This is an optimization exercise on Yosys and OpenROAD, whose aim is small area, not a production implementation.
Where RTL was checked, it was by simulation tests only, not by an equivalence proof against the original.
The clock input has no modelled driver; a real chip could not lean on it and would need a root buffer or a full tree.
Power and IR drop assume default switching activity.

==> flow/design.v (excerpt) <==
module keypad_entry (
    input        clk,
    input        rst_n,
    input  [3:0] row,
    output [3:0] col,
    output       key_ready,
    output [3:0] key_data,
    output [3:0] press_count,
    output       key_read,
    output [9:0] num1,
    output [9:0] num2,
    output       num1_done,
    output       num2_done,
    output       sum_ready,
    output [3:0] disp_hundreds,
    output [3:0] disp_tens,
    output [3:0] disp_units,
    output [1:0] active_field
);
==> flow/config.mk <==
export PLATFORM = sky130hd
export DESIGN_NAME = keypad_entry
export DESIGN_NICKNAME = keypad_entry
export VERILOG_FILES = /design/flow/design.v
export SDC_FILE = /design/flow/constraint.sdc
export NUM_CORES = 4
export LEC_CHECK = 0
export CAP_MARGIN = 20
export CORE_MARGIN = 2
export CORE_UTILIZATION = 40
export SLEW_MARGIN = 20
==> flow/constraint.sdc <==
create_clock -name core_clock -period 10.0 [get_ports {clk}]
set_input_delay 2.0000 -clock core_clock [delete_from_list [all_inputs] [get_ports {clk}]]
set_output_delay 2.0000 -clock core_clock [all_outputs]
set_load 0.01 [all_outputs]
standard.sh (not shown) runs the stock make flow with config.mk's settings and CLKGATE_MAP_FILE= SYNTH_SCRIPT=/design/flow/synth_recipe.tcl, a recipe that flattens the netlist after the stock synthesis.
==> flow/flow/run.sh <==
#!/bin/bash
set -euo pipefail
bash standard.sh \
  BUFFER_PORTS_ARGS="-buffer_cell sky130_fd_sc_hd__buf_1" \
  CTS_ARGS="-sink_clustering_enable -repair_clock_nets -dont_use_dummy_load -buf_list {sky130_fd_sc_hd__clkbuf_2 sky130_fd_sc_hd__clkbuf_4 sky130_fd_sc_hd__clkbuf_8}" \
  finish > standard_flow.log 2>&1
Next try:
==> flow/run.sh (new file) <==
#!/bin/bash
# synth_recipe.tcl (not shown) runs the flow's synth.tcl, then flattens the netlist and writes it again
# the make line also repeats each setting of config.mk as NAME=value (left out here)
make -C /OpenROAD-flow-scripts/flow DESIGN_CONFIG=/design/flow/config.mk WORK_HOME=/design/flow/orfs CLKGATE_MAP_FILE= SYNTH_SCRIPT=/design/flow/synth_recipe.tcl finish
removed: flow/flow/run.sh
removed: flow/standard.sh
Routed wire length went down by 0.37%.
Die area stays the same.
Final area rises by 11%.
Power rises by 11%.
Via count hardly moves.
Setup slack degrades by 0.39 ns.
Cell count increases by 0.61%.
Hold slack hardly moves.
First-iteration DRC count is higher by 25%.
Non-clock buffer count is unchanged.
No run of this note included a check of the RTL's function; only the layout flow was run.

========
The RTL this note starts from:
==> flow/design.v <==
module keypad_entry (
    input        clk,
    input        rst_n,
    input  [3:0] row,
    output [3:0] col,
    output       key_ready,
    output [3:0] key_data,
    output [3:0] press_count,
    output       key_read,
    output [9:0] num1,
    output [9:0] num2,
    output       num1_done,
    output       num2_done,
    output       sum_ready,
    output [3:0] disp_hundreds,
    output [3:0] disp_tens,
    output [3:0] disp_units,
    output [1:0] active_field
);
    reg [7:0] t;
    reg [2:0] k;
    reg       zc;        
    reg [3:0] kd;
    reg [3:0] pc;
    reg [1:0] af;
    reg       f2dig;     
    reg [3:0] dh, dt, du;
    reg [9:0] n1;
    wire scan  = |t[7:2];
    wire tmax  = &t;
    wire [2:0] n = {k[0], t[1:0]};
    wire an0   = ~scan & (n == 3'd1);
    wire an4   = ~scan & (n == 3'd5);
    wire rise  = ~scan & (n == 3'd6);
    wire wait2 = ~scan & (n == 3'd7) & ~k[1];
    wire stuck = ~scan & k[1];
    assign key_ready = ~scan & k[0] & t[1];
    assign key_read  = wait2;
    wire [1:0] idx = k[2:1];
    assign col = {scan & (idx != 2'd0), ~scan | (idx != 2'd1), idx != 2'd2, idx != 2'd3};
    function [3:0] code_of(input [3:0] pos);
        case (pos)
            4'b00_00: code_of = 4'hA; 4'b00_01: code_of = 4'hB;
            4'b00_10: code_of = 4'hC; 4'b00_11: code_of = 4'hD;
            4'b01_00: code_of = 4'h3; 4'b01_01: code_of = 4'h6;
            4'b01_10: code_of = 4'h9; 4'b01_11: code_of = 4'hE;
            4'b10_00: code_of = 4'h2; 4'b10_01: code_of = 4'h5;
            4'b10_10: code_of = 4'h8; 4'b10_11: code_of = 4'h0;
            4'b11_00: code_of = 4'h1; 4'b11_01: code_of = 4'h4;
            4'b11_10: code_of = 4'h7; default:  code_of = 4'hF;
        endcase
    endfunction
    wire c0 = &row;                                    
    wire c4 = ~|row;                                   
    wire c1 = (row == 4'b1110) | (row == 4'b1101) | (row == 4'b1011) | (row == 4'b0111);
    wire [1:0] ri = {~row[2] | ~row[3], ~row[1] | ~row[3]};
    reg [1:0] ts;        
    reg [3:0] tp;        
    wire [1:0] bs = (idx == 2'd0) ? 2'b00 : ts;
    reg  [1:0] ts_n;
    always @(*) begin
        case (bs)
            2'b00: ts_n = c0 ? 2'b00 : c1 ? 2'b01 : (c4 && idx == 2'd0) ? 2'b11 : 2'b10;
            2'b01: ts_n = c0 ? 2'b01 : 2'b10;
            2'b10: ts_n = 2'b10;
            default: ts_n = c4 ? 2'b11 : 2'b10;
        endcase
    end
    wire one  = (ts == 2'b01);
    wire zero = (ts == 2'b00) | (ts == 2'b11);
    wire go_scan = (an0 & ~(zc & one)) | wait2;
    wire [2:0] n_inc = n + 3'd1;
    always @(posedge clk) begin
        if (scan & tmax & k[0]) begin
            ts <= ts_n;
            if (bs == 2'b00 && c1) tp <= {idx, ri};
        end
    end
    always @(posedge clk or negedge rst_n) begin
        if (!rst_n) begin
            t  <= 8'd4;
            k  <= 3'd0;
            zc <= 1'b0;
            kd <= 4'd0;
        end else begin
            if (scan) begin
                if (tmax) begin
                    k <= k + 3'd1;
                    t <= (k == 3'd7) ? 8'd0 : 8'd4;
                end else
                    t <= t + 8'd1;
            end else if (go_scan) begin
                k <= 3'd0;
                t <= 8'd4;
            end else if (!stuck) begin
                k[0] <= n_inc[2];
                t[1:0] <= n_inc[1:0];
                if (rise && af == 2'd3) k[1] <= 1'b1;
            end
            if (an0) zc <= zero;
            if (an4) kd <= code_of(tp);
        end
    end
    assign key_data = kd;
    always @(posedge clk or negedge rst_n) begin
        if (!rst_n) pc <= 4'd0;
        else if (rise) pc <= pc + 4'd1;
    end
    assign press_count = pc;
    wire [3:0] cv_v   = dt + du[3:1];
    wire [4:0] cv_q   = {dt, 1'b0} + cv_v[3:1];
    wire [4:0] cv_h3  = dh[3] ? (dh[0] ? 5'd28 : 5'd25) : ({1'b0, dh[2:0], 1'b0} + {2'b0, dh[2:0]});
    wire [7:0] cv_r   = {cv_h3, dh[2:0]} + cv_q;
    wire [9:0] conv   = {cv_r, dt[0] ^ du[1], du[0]};
    wire is_digit = (kd <= 4'h9);
    wire keep = (af == 2'd1) | f2dig;      
    always @(posedge clk or negedge rst_n) begin
        if (!rst_n) begin
            af <= 2'd0; f2dig <= 1'b0;
            dh <= 4'd0; dt <= 4'd0; du <= 4'd0;
            n1 <= 10'd0;
        end else begin
            if (af == 2'd0) af <= 2'd1;
            if (rise & (af == 2'd1 || af == 2'd2)) begin
                if (is_digit) begin
                    dh <= keep ? dt : 4'd0;
                    dt <= keep ? du : 4'd0;
                    du <= kd;
                    if (af == 2'd2) f2dig <= 1'b1;
                end else if (af == 2'd1 && kd == 4'hF) begin
                    n1 <= conv;
                    af <= 2'd2;
                end else if (af == 2'd2 && kd == 4'hE) begin
                    af <= 2'd3;
                end
            end
        end
    end
    assign num1 = n1;
    assign num2 = conv & {10{(af == 2'd3) & f2dig}};
    assign num1_done = af[1];
    assign num2_done = af[1] & af[0];
    assign sum_ready = (af == 2'd3) & ~wait2;
    assign disp_hundreds = dh;
    assign disp_tens = dt;
    assign disp_units = du;
    assign active_field = af;
endmodule
Settings: LEC_CHECK=0, CAP_MARGIN=20, CORE_MARGIN=2, CORE_UTILIZATION=40, SLEW_MARGIN=20; clock period 10.0 ns.
==> flow/flow/run.sh <==
#!/bin/bash
# The standard layout with three changes:
#  1. the standard synthesis's combinational gates are re-mapped for area by
#     ABC (flow/resyn.ys, flow/resyn.abc); its flip-flops are kept as they are;
#  2. the ports are buffered with the smallest buffer (buf_1);
#  3. a hand-built one-level clock tree (flow/pre_cts.tcl): the clock port
#     drives three clock buffers, each feeding a third of the flip-flops.
# Each tool's output goes to a log file of its own in this folder.
set -euo pipefail
here=$(pwd)
R=$here/orfs/results/$FLOW_PLATFORM/keypad_entry/base
LIB=$FLOW_HOME/platforms/$FLOW_PLATFORM/lib/sky130_fd_sc_hd__tt_025C_1v80.lib
YOSYS=${YOSYS_EXE:-$FLOW_HOME/../tools/install/yosys/bin/yosys}
DONT_USE=$(sed -n '/DONT_USE_CELLS += /,/^#/p' $FLOW_HOME/platforms/$FLOW_PLATFORM/config.mk \
  | grep -o 'sky130_fd_sc_hd__[a-z0-9_]*' | sed 's/^/-dont_use /' | tr '\n' ' ')

bash standard.sh synth > standard_synth.log 2>&1

cp $R/1_2_yosys.v $here/standard_1_2_yosys.v
sed -e "s#{LIB}#$LIB#g" -e "s#{NETLIST}#$here/standard_1_2_yosys.v#" -e "s#{TOP}#$FLOW_TOP#g" \
    -e "s#{DONT_USE}#$DONT_USE#" -e "s#{ABC_SCRIPT}#$here/flow/resyn.abc#" -e "s#{OUT}#$R/1_2_yosys.v#" \
    flow/resyn.ys > resyn_run.ys
$YOSYS -s resyn_run.ys > resyn.log 2>&1
sed -e "s#{LIB}#$LIB#g" -e "s#{TOP}#$FLOW_TOP#g" -e "s#{OUT}#$R/1_2_yosys.v#" flow/check.ys > check_run.ys
$YOSYS -s check_run.ys > resyn_check.log 2>&1
rm -f $R/1_synth.odb

MY_CLKBUF=sky130_fd_sc_hd__clkbuf_8 MY_NX=3 MY_NY=1 bash standard.sh \
  BUFFER_PORTS_ARGS="-buffer_cell sky130_fd_sc_hd__buf_1" \
  PRE_CTS_TCL="$here/flow/pre_cts.tcl" \
  finish > standard_flow.log 2>&1
==> flow/flow/resyn.abc <==
strash
&get -n
&deepsyn -T 60
&put
dch -f
amap
strash
&get -n
&deepsyn -T 30
&put
dch -f
amap
Other scripts of this flow, unchanged in this note and not shown: flow/flow/check.ys, flow/flow/pre_cts.tcl, flow/flow/resyn.ys
Then changed:
--- a/flow/flow/run.sh
+++ b/flow/flow/run.sh
@@ -4 +4,2 @@
-#     ABC (flow/resyn.ys, flow/resyn.abc); its flip-flops are kept as they are;
+#     ABC (flow/resyn.ys, flow/resyn.abc; the best of three seeds is kept);
+#     its flip-flops are kept as they are;
@@ -20,4 +21,15 @@
-sed -e "s#{LIB}#$LIB#g" -e "s#{NETLIST}#$here/standard_1_2_yosys.v#" -e "s#{TOP}#$FLOW_TOP#g" \
-    -e "s#{DONT_USE}#$DONT_USE#" -e "s#{ABC_SCRIPT}#$here/flow/resyn.abc#" -e "s#{OUT}#$R/1_2_yosys.v#" \
-    flow/resyn.ys > resyn_run.ys
-$YOSYS -s resyn_run.ys > resyn.log 2>&1
+# three ABC runs with different random seeds; the smallest netlist is kept
+for seed in 1 2 3; do
+  sed "s/{SEED}/$seed/" flow/resyn.abc > resyn_$seed.abc
+  sed -e "s#{LIB}#$LIB#g" -e "s#{NETLIST}#$here/standard_1_2_yosys.v#" -e "s#{TOP}#$FLOW_TOP#g" \
+      -e "s#{DONT_USE}#$DONT_USE#" -e "s#{ABC_SCRIPT}#$here/resyn_$seed.abc#" -e "s#{OUT}#$here/resyn_$seed.v#" \
+      flow/resyn.ys > resyn_run_$seed.ys
+  $YOSYS -s resyn_run_$seed.ys > resyn_$seed.log 2>&1 &
+done
+wait
+best=$(for seed in 1 2 3; do
+  a=$(grep 'Chip area' resyn_$seed.log | tail -1 | awk '{print $NF}')
+  if [[ -n "$a" && -s resyn_$seed.v ]]; then echo "$a $seed"; fi
+done | sort -g | head -1 | awk '{print $2}')
+echo "kept ABC run $best" > resyn_choice.log
+cp resyn_$best.v $R/1_2_yosys.v
==> flow/flow/resyn.abc (replaced) <==
strash
&get -n
&deepsyn -T 60 -S {SEED}
&put
dch -f
amap
strash
&get -n
&deepsyn -T 30 -S {SEED}
&put
dch -f
amap
--- a/flow/config.mk
+++ b/flow/config.mk
@@ -8 +8 @@
-export CAP_MARGIN = 20
+export CAP_MARGIN = 0
@@ -11 +11 @@
-export SLEW_MARGIN = 20
+export SLEW_MARGIN = 0
Outcome: The new run completed with no timing, DRC or antenna violations; register-to-register slack gains 710 ps; total power is about the same; worst setup slack gains 720 ps; worst hold slack loses 6.2 ps; final cell count rose by 0.90%; final area fell by 0.30%; wire length rose by 3.5%; synthesized cell count rose by 1.2%; clock power rose by about 1%; core utilization fell by 0.13 points; global-route usage rose by 0.67 points.
No run of this note takes its clock network from TritonCTS; it comes from the design's own scripts or RTL.

## static timing again, ports no longer ideal
The flow's constraints put no driver on any port. The routed layouts listed below were extracted and timed again, unchanged, in two steps.
Step 1 sets driving cells, clkbuf_16 on the clock port and buf_2 on the other inputs (assumed; they add their load-dependent delay and slew).
Step 2 moves the port delays by t, midway between the first and last clock arrival at a register: inputs arrive t later, outputs are due t later. That takes back most of the time a late clock gives input paths.
Three values: no drivers, after step 1, after step 2; two values: the first two.
run | t, ns | slack for setup (ns) | clock arrival spread, ns
the first run of note 1 | 0.316 | 4.555 / 4.528 / 4.843 | 0.024 / 0.025
the second run of note 1 | 0.326 | 4.164 / 4.136 / 4.461 | 0.011 / 0.011
the first run of note 2 | 0.207 | 3.564 / 3.516 / 3.723 | 0.007 / 0.007
the second run of note 2 | 0.208 | 4.289 / 4.241 / 4.450 | 0.006 / 0.007
After both steps setup and hold are still met in every run listed.
